Background: an optimization exercise with open tools, aiming at small area and a short achievable clock period. Do not read the settings as production practice.
No functional check of the RTL was part of any run shown here.

==> flow/design.v (outline; a module is shown in full before it is edited, if it fits) <==
// module fa: 9 lines
// module fir_direct_nom: 6023 lines
module fir_direct_nom (
    input              clk,
    input              rst,
    input  signed [4:0] in,
    output signed [4:0] out,
    input  [249:0]     tap_coeffs
);
  // ...
==> flow/flow/run.sh <==
#!/bin/bash
# ORFS layout (the standard.sh) in three calls:
#  1. synthesis to placement as standard, with plain buf_2 port buffers;
#  2. CTS and 3. routing to finish, with timing repair aimed at a setup
#     slack margin and at the worst paths only.
set -e
export BUFFER_PORTS_ARGS="-buffer_cell sky130_fd_sc_hd__buf_2"
bash standard.sh synth floorplan place > standard_place.log 2>&1
export SETUP_SLACK_MARGIN=7.4
export TNS_END_PERCENT=0
bash standard.sh cts > standard_cts.log 2>&1
bash standard.sh > standard_finish.log 2>&1
==> flow/standard.sh <==
#!/bin/bash
# synth_recipe.tcl (not shown) runs the flow's synth.tcl, then flattens the netlist and writes it again
# the make line also repeats each setting of config.mk as NAME=value (left out here)
make -C /OpenROAD-flow-scripts/flow DESIGN_CONFIG=/design/flow/config.mk WORK_HOME=/design/flow/orfs CLKGATE_MAP_FILE= SYNTH_SCRIPT=/design/flow/synth_recipe.tcl "${@:-finish}"
==> flow/config.mk <==
export PLATFORM = sky130hd
export DESIGN_NAME = fir_direct_nom
export DESIGN_NICKNAME = fir_direct_nom
export VERILOG_FILES = /design/flow/design.v
export SDC_FILE = /design/flow/constraint.sdc
export NUM_CORES = 4
export LEC_CHECK = 0
export CAP_MARGIN = 20
export CORE_MARGIN = 2
export CORE_UTILIZATION = 40
export CTS_BUF_LIST = sky130_fd_sc_hd__clkbuf_8
export CTS_CLUSTER_DIAMETER = 50
export CTS_CLUSTER_SIZE = 16
export SLEW_MARGIN = 20
export SYNTH_HIERARCHICAL = 1
export SYNTH_MINIMUM_KEEP_SIZE = 0
==> flow/constraint.sdc <==
create_clock -name core_clock -period 12.0 [get_ports {clk}]
set_input_delay 2.4000 -clock core_clock [delete_from_list [all_inputs] [get_ports {clk}]]
set_output_delay 2.4000 -clock core_clock [all_outputs]
set_load 0.01 [all_outputs]
==> impl_metrics.py, run 1 <==
metrics = {
    "yosys": {
        "synth_xor_area_share_pct": 0.326,
        "synth_cell_type_count": 27,
        "synth_top_family_by_area": "adder cells",
        "synthTopCellsByArea": "fa_1 55%, dfrtp_1 16%, dfxtp_1 11%, nand2_1 10%, nor4_1 2.5%",
        "synth.most_common_cell": "fa_1",
        "synth_fa_ha_area_share_pct": 55.4,
        "synth_compound_area_share_pct": 1.55,
    },
    "run_status": {
        "outcome": "complete, no violations",
    },
    "timing": {
        "fin_hold_ws_ns": 0.356,
        "skew_ns": 0.0777,
        "fin_crit_ns": 5.23,
        "setup_ws_ns": 6.77,
        "final_max_slew_viol_count": 0,
        "min_period_over_period_pct": 43.6,
    },
    "final_layout": {
        "postLayoutCoreUtil_pct": 45.4,
        "multi_input_area_sq_mm": 0.0273,
        "diodes": 8,
        "seq_cell_count": 450,
        "design_area_sq_mm": 0.0424,
        "multi_input_area_share_pct": 64.4,
        "inverters": 58,
    },
    "place": {
        "portBuffers": 261,
        "pre_cts_slack_ns": 6.34,
        "routabilityCongestion": 0.981,
        "place_inst": 4464,
    },
    "critical_path": {
        "critPathMaxStageDelay_ns": 0.56,
        "crit_buf_inv": 2,
        "cp-startpoint": "ra[154]",
        "required_ns": 12.65,
        "crit_arrival_ns": 5.88,
        "critPathCaptureType": "flip-flop",
    },
    "detailed_routing": {
        "detail_route.wirelength.met1_um": 50600,
        "routed_wl_um": 129000,
        "topRoutingLayerUsed": "met5",
    },
    "flow_run": {
        "maxCapViolCount": 0,
    },
    "die": {
        "initial_utilization_pct": 40.3,
    },
    "grt": {
        "met1_usage_pct": 36.0,
    },
    "cts": {
        "post_cts_resized": 39,
        "cts_hold_buf": 0,
    },
}
==> inputs of run 2 (changes only) <==
--- a/flow/design.v
+++ b/flow/design.v
@@ -12,20 +12,17 @@
     input              rst,
     input  signed [4:0] in,
     output signed [4:0] out,
     input  [249:0]     tap_coeffs
 );
 logic [48:0][4:0] sr;     
 logic [183:0] ra, ra_d;  
 logic [5:0] lo_q;         
-logic x0_q;                
-logic [5:1] ez_q, eo_q;  
-logic sg0_q, sg1_q;        
-wire [5:0] xh, gh, oh;
+logic [5:0] x_q, g_q, o_q;  
 logic v1, v2;              
 wire [10:0] sum_a, sum_b, sum;
 wire n1;
 wire n2;
 wire n3;
 wire n4;
 wire n5;
 wire n6;
@@ -5986,47 +5983,40 @@
 fa u_n3400 (.a(n3386), .b(n3398), .c(n3389), .s(n3400), .co(n3401));
 assign n3402 = ~(~n3394 ^ ~n3397);
 assign n3403 = ~n3394 | ~n3397;
 assign n3404 = ~n3402;
 fa u_n3405 (.a(n3399), .b(n3404), .c(n3401), .s(n3405), .co(n3406));
 assign sum_a = {n3403, ~n3405, ~n3400, ~n3368, ~n3367, ~n3327, ~n3274, n3165, n3160, n3110, ~n3065};
 assign sum_b = {~n3406, 1'b0, ~n3391, ~n3390, ~n3328, 1'b0, ~n3278, ~n3224, n3164, 1'b0, n3068};
 assign sum = {6'b0, {1'b0, sum_a[4:0]} + {1'b0, sum_b[4:0]}};
-wire [5:0] hs0 = sum_a[10:5] + sum_b[10:5];
-wire [5:0] hs1 = sum_a[10:5] + sum_b[10:5] + 1'b1;
-assign xh = sum_a[10:5] ^ sum_b[10:5];
-assign gh = sum_a[10:5] & sum_b[10:5];
-assign oh = sum_a[10:5] | sum_b[10:5];
-wire [5:0] cg;   
-assign cg[0] = 1'b0;
-genvar gi;
-for (gi = 1; gi < 6; gi = gi + 1) begin : g_cg
-    assign cg[gi] = gh[gi-1] | (xh[gi-1] & cg[gi-1]);
-end
 always @(posedge clk or posedge rst) begin
     if (rst) begin
         sr <= '0;
         v1 <= 1'b0;
         v2 <= 1'b0;
     end else begin
         sr <= {sr[47:0], in};
         v1 <= 1'b1;
         v2 <= v1;
     end
 end
 always @(posedge clk) begin
     ra <= ra_d;
     lo_q <= sum[5:0];
-    x0_q <= xh[0];
-    ez_q <= xh[5:1] ~^ oh[4:0];
-    eo_q <= xh[5:1] ^ gh[4:0];
-    sg0_q <= hs0[5];
-    sg1_q <= hs1[5];
+    x_q <= sum_a[10:5] ^ sum_b[10:5];
+    g_q <= sum_a[10:5] & sum_b[10:5];
+    o_q <= sum_a[10:5] | sum_b[10:5];
+end
+wire hz = (x_q[0] == lo_q[5]) && (x_q[5:1] == o_q[4:0]);
+wire ho = (x_q[0] != lo_q[5]) && (&(x_q[5:1] ^ g_q[4:0]));
+wire [6:0] c;   
+assign c[0] = lo_q[5];
+genvar gi;
+for (gi = 0; gi < 6; gi = gi + 1) begin : g_c
+    assign c[gi+1] = g_q[gi] | (x_q[gi] & c[gi]);
 end
-wire hz = (&ez_q) && (x0_q == lo_q[5]);
-wire ho = (&eo_q) && (x0_q != lo_q[5]);
-wire sgn = lo_q[5] ? sg1_q : sg0_q;
+wire sgn = x_q[5] ^ c[5];
 wire lz = ~|lo_q[4:4];
 wire lo1 = &lo_q[4:4];
 wire inr = (hz && lz) || (ho && lo1);
 assign out = !v2 ? 5'sd0 : inr ? lo_q[4:0] : sgn ? -5'sd16 : 5'sd15;
 endmodule
==> run 2 against run 1 <==
Compared with the run above: still clean on timing, DRC and antenna; register-to-register slack better by 0.55 ns; global-route usage is 0.26 points lower; first-iteration DRC count is 0.48% lower; via count hardly changed; synthesized area hardly changed; highest routed layer unchanged.
==> impl_metrics.py, run 2 <==
metrics = {
    "critical_path": {
        "required_ns": 12.56,
        "worstPathMaxFanout": 6,
        "worstReg2RegStart": "ra[69]",
        "critPathMaxStageDelay_ns": 0.65,
        "crit_buf_inv": 1,
        "cp-startpoint": "tap_coeffs[202]",
        "crit_arrival_ns": 5.39,
        "path_class": "input pin to flip-flop",
        "cp_top_family": "adder cells",
        "cp_slowest_cell": "fa_1",
        "cp_common_cell": "fa_1",
        "worstPathCellList": "buf_2, nand2_1, fa_1, fa_1, fa_1, fa_1, fa_1",
        "critPathCaptureType": "flip-flop",
        "startpoint_type": "input pin",
    },
    "final_layout": {
        "drive_gt1_share_pct": 12.4,
        "layout_common_cells": "1023 x fa_1, 1003 x nand2_1, 259 x buf_2, 247 x dfrtp_1, 199 x dfxtp_1",
        "regMostFlops": "sr",
        "fin_nets": 4591,
        "mostFrequentLayoutCell": "fa_1",
        "synthToLayoutAreaGrowth_pct": 12.6,
        "reg_top3": "sr x245, ra x184, lo_q x6",
        "largest_register_ffs": 245,
    },
    "die": {
        "io_pins": 262,
        "die_area_sq_mm": 0.0965,
        "coreArea_sq_mm": 0.0932,
        "die_h_um": 311,
        "die_w_um": 311,
        "initial_utilization_pct": 40.4,
        "row_count": 112,
    },
    "yosys": {
        "post-synth-top-area-fraction_pct": 54.9,
        "synth-async-reset-ratio_pct": 55.0,
        "synth.most_common_cell": "fa_1",
        "synthMuxAreaShare_pct": 0,
        "synth_cell_type_count": 30,
        "yosys.area_share.simple_pct": 14.9,
        "synth.avg_cell_area_sq_um": 12.7,
        "ys_seq_elements": 449,
        "synthTopCellsByArea": "fa_1 55%, dfrtp_1 16%, dfxtp_1 11%, nand2_1 10%, nor4_1 2.5%",
        "synth_warnings": 7,
        "synth_compound_area_share_pct": 1.62,
        "synth_edf_count": 0,
        "synth_commonest_cells": "1031 x fa_1, 1004 x nand2_1, 247 x dfrtp_1",
        "synth_fa_ha_area_share_pct": 55.4,
        "synth_top_area_cell": "fa_1",
        "synth_top_family_by_area": "adder cells",
        "synth-seq-area-share_pct": 27.2,
        "syn_area_sq_mm": 0.0376,
        "synth_cells": 2951,
        "synth_xor_area_share_pct": 0.256,
        "synth-main-ff-cell": "dfrtp_1",
        "syn_nets": 4254,
    },
    "cts": {
        "cts-root-buf": "clkbuf_8",
        "cts_buffer_depth": 3,
        "cts_tree": "yes",
        "htreeDepth": 3,
        "cts_made_buffers": 69,
        "cts.sinks": 449,
        "cts.clk_slew.worst_paths_ns": 0.07,
        "clock_latency_ns": 0.74,
    },
    "timing": {
        "tns_ns": 0,
        "final_max_slew_viol_count": 0,
        "min_period_over_period_pct": 40.2,
        "skew_ns": 0.0817,
        "rsz0062_at_grt": "true",
        "fmax_mhz": 207,
        "fin_crit_ns": 4.83,
        "slew_headroom_pct": 40.6,
        "hold_viol_final": 0,
        "setup_viol": 0,
        "worstMarginPinSlew_ns": 0.891,
    },
    "detailed_routing": {
        "dr_wl_met3_um": 10900,
        "drtIter0Drc": 2263,
        "detail_route.wirelength.met1_um": 49100,
        "routedWlPerCell_um": 27.9,
        "routed_wl_um": 128000,
        "topRoutingLayerUsed": "met5",
        "vias": 25100,
        "drtPass1Iterations": 6,
        "route.detailed.drc": 0,
        "avgViaCountPerCell": 5.45,
        "ant_nets": 0,
        "wl_met2_um": 62100,
    },
    "hold_path": {
        "min_from": "v1",
        "hold_class": "flip-flop to flip-flop",
    },
    "grt": {
        "grt_antenna_before_repair": 6,
        "grt.overflow.total": 0,
        "grt_pass1_vias": 28100,
        "grt_pass1_wl_um": 190000,
        "track_usage_pct": 27.4,
        "grt_max_degree": 69,
    },
    "place": {
        "portBuffers": 261,
        "dp_hpwl_um": 112000,
        "routabilityCongestion": 1.04,
    },
    "run_status": {
        "outcome": "complete, no violations",
    },
    "flow_run": {
        "maxCapViolCount": 0,
    },
}
==> run 2: changes by cell type after synthesis, moves of 4 or more <==
| cell | delta |
|---|---|
| inv_1 | +4 |
| a21o_1 | -4 |
| o221ai_1 | +4 |
| nand3_1 | +6 |
==> run 2: metal layers <==
layer	GRT usage, %	vias up
met1	35.2	13400
li1	-	10200
met2	44.4	1195
met5	0	-
met4	12.7	4
met3	6.45	229
==> run 2: modules after synthesis, one instance, submodules excluded <==
module	cell area, sq um	cells inside	flops+latches	copies in the design
fa	20.0	1	0	1031
fir_direct_nom	17000	1920	449	1
==> run 2: worst reg2reg max path, cell delays in order, from the launching register on <==
cell	delay, ns
dfxtp_1	0.56
fa_1	0.49
fa_1	0.48
fa_1	0.56
inv_1	0.06
fa_1	0.49
fa_1	0.43
fa_1	0.40
fa_1	0.41
fa_1	0.43
inv_1	0.08
ha_1	0.23
==> run 2: layout make-up <==
class | count | area [sq um]
Timing Repair Buffer | 267 | 1360
Clock inverter | 45 | 527
Fill cell | 8561 | 50900
Multi-Input combinational cell | 2439 | 27300
Antenna cell | 3 | 7.51
Clock buffer | 79 | 1090
Inverter | 62 | 240
Tap cell | 1254 | 1570
Sequential cell | 449 | 10200
==> run 2: logic make-up (layout without fill, tap and decap cells) <==
group	Yosys count	in the layout
fa+ha+maj	1046	1046
compound gates	114	114
simple gates	1267	1267
other cells	1	4
xor+xnor	11	11
flops	449	449
buf+inv	63	453
==> run 2: worst paths after layout <==
path | end | slack, ns | cells past startpoint
worst max register to register | x_q[1] | 7.32 | 11
worst max-delay path | ra[119] | 7.17 | 7
min in group asynchronous | sr[37] | 1.73 | 2
max in group asynchronous | sr[154] | 8.22 | 4
worst min register to register | v2 | 0.36 | 0
worst min-delay path | v2 | 0.36 | 0
==> run 2: repair_timing <==
item                                    in CTS  in global routing
endpoints found under the setup margin      60                104
resized for setup                           20                 12
pin swaps                                    5                  1
hold buffers                                 0                  0
cloned                                       0                  0
setup buffers                                3                  0
==> run 2: per-stage QoR <==
step | util (%) | hold slack (ns) | worst slack, ns | instance area, sq um | std cells
6_report | 45.4 | 0.360 | 7.17 | 42300 | 4598
2_1_floorplan | - | 0.331 | 2.81 | 37600 | 2951
3_5_place_dp | 43.5 | 0.340 | 6.41 | 40500 | 4468
5_1_grt | 45.4 | 0.383 | 7.15 | 42300 | 4598
3_3_place_gp | 43.5 | 0.338 | 6.40 | 40500 | 4468
4_1_cts | 45.4 | 0.366 | 7.20 | 42300 | 4595
==> inputs of run 3 (changes only) <==
--- a/flow/flow/run.sh
+++ b/flow/flow/run.sh
@@ -6,7 +6,7 @@
 set -e
 export BUFFER_PORTS_ARGS="-buffer_cell sky130_fd_sc_hd__buf_2"
 bash standard.sh synth floorplan place > standard_place.log 2>&1
-export SETUP_SLACK_MARGIN=7.4
+export SETUP_SLACK_MARGIN=7.7
 export TNS_END_PERCENT=0
 bash standard.sh cts > standard_cts.log 2>&1
 bash standard.sh > standard_finish.log 2>&1
==> run 3 against run 2 <==
Compared with the run above: still clean on timing, DRC and antenna; sequential share of layout area unchanged; clock-buffer cell count unchanged; register-to-register slack about the same; die area unchanged; cell area unchanged.
==> impl_metrics.py, run 3 <==
metrics = {
    "yosys": {
        "syn_area_sq_mm": 0.0376,
        "synth_xor_area_share_pct": 0.256,
        "synth_top_family_by_area": "adder cells",
        "yosys.area_share.simple_pct": 14.9,
        "synth_commonest_cells": "1031 x fa_1, 1004 x nand2_1, 247 x dfrtp_1",
        "synth_warnings": 7,
        "synth-async-reset-ratio_pct": 55.0,
        "ys_seq_elements": 449,
        "synthMuxAreaShare_pct": 0,
        "synth-main-ff-cell": "dfrtp_1",
        "synth-seq-area-share_pct": 27.2,
        "synth_cells": 2951,
        "synth_top_area_cell": "fa_1",
        "synth.avg_cell_area_sq_um": 12.7,
        "synth_fa_ha_area_share_pct": 55.4,
        "synthTopCellsByArea": "fa_1 55%, dfrtp_1 16%, dfxtp_1 11%, nand2_1 10%, nor4_1 2.5%",
        "synth_edf_count": 0,
        "post-synth-top-area-fraction_pct": 54.9,
        "syn_nets": 4254,
        "synth_compound_area_share_pct": 1.62,
        "synth_cell_type_count": 30,
        "synth.most_common_cell": "fa_1",
    },
    "critical_path": {
        "critPathMaxStageDelay_ns": 0.65,
        "critPathCaptureType": "flip-flop",
        "worstPathCellList": "buf_2, nand2_1, fa_1, fa_1, fa_1, fa_1, fa_1",
        "crit_arrival_ns": 5.39,
        "path_class": "input pin to flip-flop",
        "required_ns": 12.56,
        "startpoint_type": "input pin",
        "cp_slowest_cell": "fa_1",
        "worstPathMaxFanout": 6,
        "cp_common_cell": "fa_1",
    },
    "cts": {
        "cts.clk_slew.worst_paths_ns": 0.07,
        "clock_latency_ns": 0.74,
        "htreeDepth": 3,
        "cts_buffer_depth": 3,
        "cts_made_buffers": 69,
        "cts_tree": "yes",
        "cts.sinks": 449,
        "cts_hold_buf": 0,
        "cts-root-buf": "clkbuf_8",
    },
    "place": {
        "pre_cts_slack_ns": 6.41,
        "place_inst": 4468,
        "portBuffers": 261,
        "routabilityCongestion": 1.04,
        "place_area_sq_mm": 0.0405,
        "dp_hpwl_um": 112000,
    },
    "final_layout": {
        "mostFrequentLayoutCell": "fa_1",
        "design_area_sq_mm": 0.0423,
        "fin_nets": 4591,
        "largest_register_ffs": 245,
        "layout_common_cells": "1023 x fa_1, 1003 x nand2_1, 259 x buf_2, 247 x dfrtp_1, 199 x dfxtp_1",
        "postLayoutCoreUtil_pct": 45.4,
        "reg_top3": "sr x245, ra x184, lo_q x6",
        "final_cells": 4598,
        "synthToLayoutAreaGrowth_pct": 12.6,
        "regMostFlops": "sr",
        "drive_gt1_share_pct": 12.4,
    },
    "grt": {
        "grt.busiest_layer": "met2",
        "gr-usage-met2_pct": 44.4,
        "met3_usage_pct": 6.45,
        "grt_max_degree": 69,
        "grt_pass1_vias": 28100,
        "grt_pass1_wl_um": 190000,
        "grt.overflow.total": 0,
        "grt_antenna_before_repair": 6,
        "met1_usage_pct": 35.2,
        "track_usage_pct": 27.4,
    },
    "timing": {
        "tns_ns": 0,
        "final_max_slew_viol_count": 0,
        "slew_headroom_pct": 40.6,
        "hold_viol_final": 0,
        "setup_viol": 0,
        "worstMarginPinSlew_ns": 0.891,
        "fmax_mhz": 207,
        "setup_ws_ns": 7.17,
        "skew_ns": 0.0817,
        "rsz0062_at_grt": "true",
        "fin_crit_ns": 4.83,
        "min_period_over_period_pct": 40.2,
        "fin_hold_ws_ns": 0.360,
    },
    "detailed_routing": {
        "routed_wl_um": 128000,
        "avgViaCountPerCell": 5.45,
        "route.detailed.drc": 0,
        "ant_nets": 0,
        "drtIter0Drc": 2263,
        "vias": 25100,
        "drtPass1Iterations": 6,
        "routedWlPerCell_um": 27.9,
    },
    "die": {
        "die_area_sq_mm": 0.0965,
        "coreArea_sq_mm": 0.0932,
        "die_h_um": 311,
        "initial_utilization_pct": 40.4,
        "io_pins": 262,
        "die_w_um": 311,
        "row_count": 112,
    },
    "run_status": {
        "outcome": "complete, no violations",
    },
    "flow_run": {
        "maxCapViolCount": 0,
    },
    "hold_path": {
        "hold_class": "flip-flop to flip-flop",
    },
}
[run 3: cell counts in the layout (fill, tap and decap cells not counted)]
Identical to the previous run, type by type.
[run 3: what timing repair did]
item / 4_1_cts / 5_1_grt
resized for setup: 20 / 12
setup endpoints to repair: 130 / 151
buffers inserted: 3 / 0
pin swaps: 5 / 1
[run 3: final cells by class]
class	count	area (sq um)
diodes	3	7.51
clock buffers	79	1090
clock inverters	45	527
fillers	8561	50900
inverters	62	240
multi-input cells	2439	27300
flip-flops and latches	449	10200
well taps	1254	1570
repair buffers	267	1360
[run 3: modules after synthesis, one instance, submodules excluded]
module | cells | flops+latches | area, sq um
fa | 1 | 0 | 20.0
fir_direct_nom | 1920 | 449 | 17000
[run 3: per-layer routing]
| layer | routed length, um | up-vias |
|---|---|---|
| met5 | 21 | - |
| met3 | 10900 | 229 |
| met1 | 49100 | 13400 |
| li1 | - | 10200 |
| met2 | 62100 | 1195 |
| met4 | 6330 | 4 |
[run 3: cells by family (layout without fill, tap and decap cells)]
logic type / after synthesis / count (layout)
DFF: 449 / 449
AOI/OAI and AO/OA: 114 / 114
and+or+nand+nor: 1267 / 1267
adders and majority gates: 1046 / 1046
xor gates and xnor gates: 11 / 11
buffers and inverters: 63 / 453
other: 1 / 4
[run 3: worst paths after layout]
path | startpoint | cells past startpoint | endpoint | slack, ns
setup reg to reg | ra[69] | 11 | x_q[1] | 7.32
hold / removal | v1 | 0 | v2 | 0.36
max in group asynchronous | rst | 4 | sr[154] | 8.22
min in group asynchronous | rst | 2 | sr[37] | 1.73
setup / recovery | tap_coeffs[202] | 7 | ra[119] | 7.17
hold reg to reg | v1 | 0 | v2 | 0.36
[run 3: critical path: cells and delay by family]
kind	cells	cell delay, ns
buffers and inverters	1	0.15
and+or+nand+nor	1	0.11
adders and majority gates	5	2.71

static timing again, ports no longer ideal:
The results above use ideal ports. As a check the final layouts listed here were re-extracted and re-timed, cells and wires unchanged. Step 1 (the two cells are an assumption about what drives the block):
set clk [get_ports {clk}]
set_driving_cell -lib_cell sky130_fd_sc_hd__clkbuf_16 $clk
set_driving_cell -lib_cell sky130_fd_sc_hd__buf_2 [delete_from_list [all_inputs] $clk]
Step 2 adds t to the input delays and takes it off the output delays; t is the mean of the earliest and latest rising clock arrival at the registers after step 1. Input paths then give back, and output paths get back, about the clock's delay inside the block. a / b / c = no drivers / after step 1 / after step 2; a / b = the first two.
| run | shift t [ns] | setup WS [ns] | hold slack, ns | clock arrival spread, ns |
|---|---|---|---|---|
| run 1 | 0.775 | 6.771 / 6.771 / 6.265 | 0.356 / 0.356 / 0.356 | 0.080 / 0.080 |
| run 2 | 0.761 | 7.172 / 7.171 / 6.447 | 0.360 / 0.360 / 0.360 | 0.082 / 0.082 |
| run 3 | 0.761 | 7.172 / 7.171 / 6.447 | 0.360 / 0.360 / 0.360 | 0.082 / 0.082 |
After both steps setup and hold are still met in every run listed.
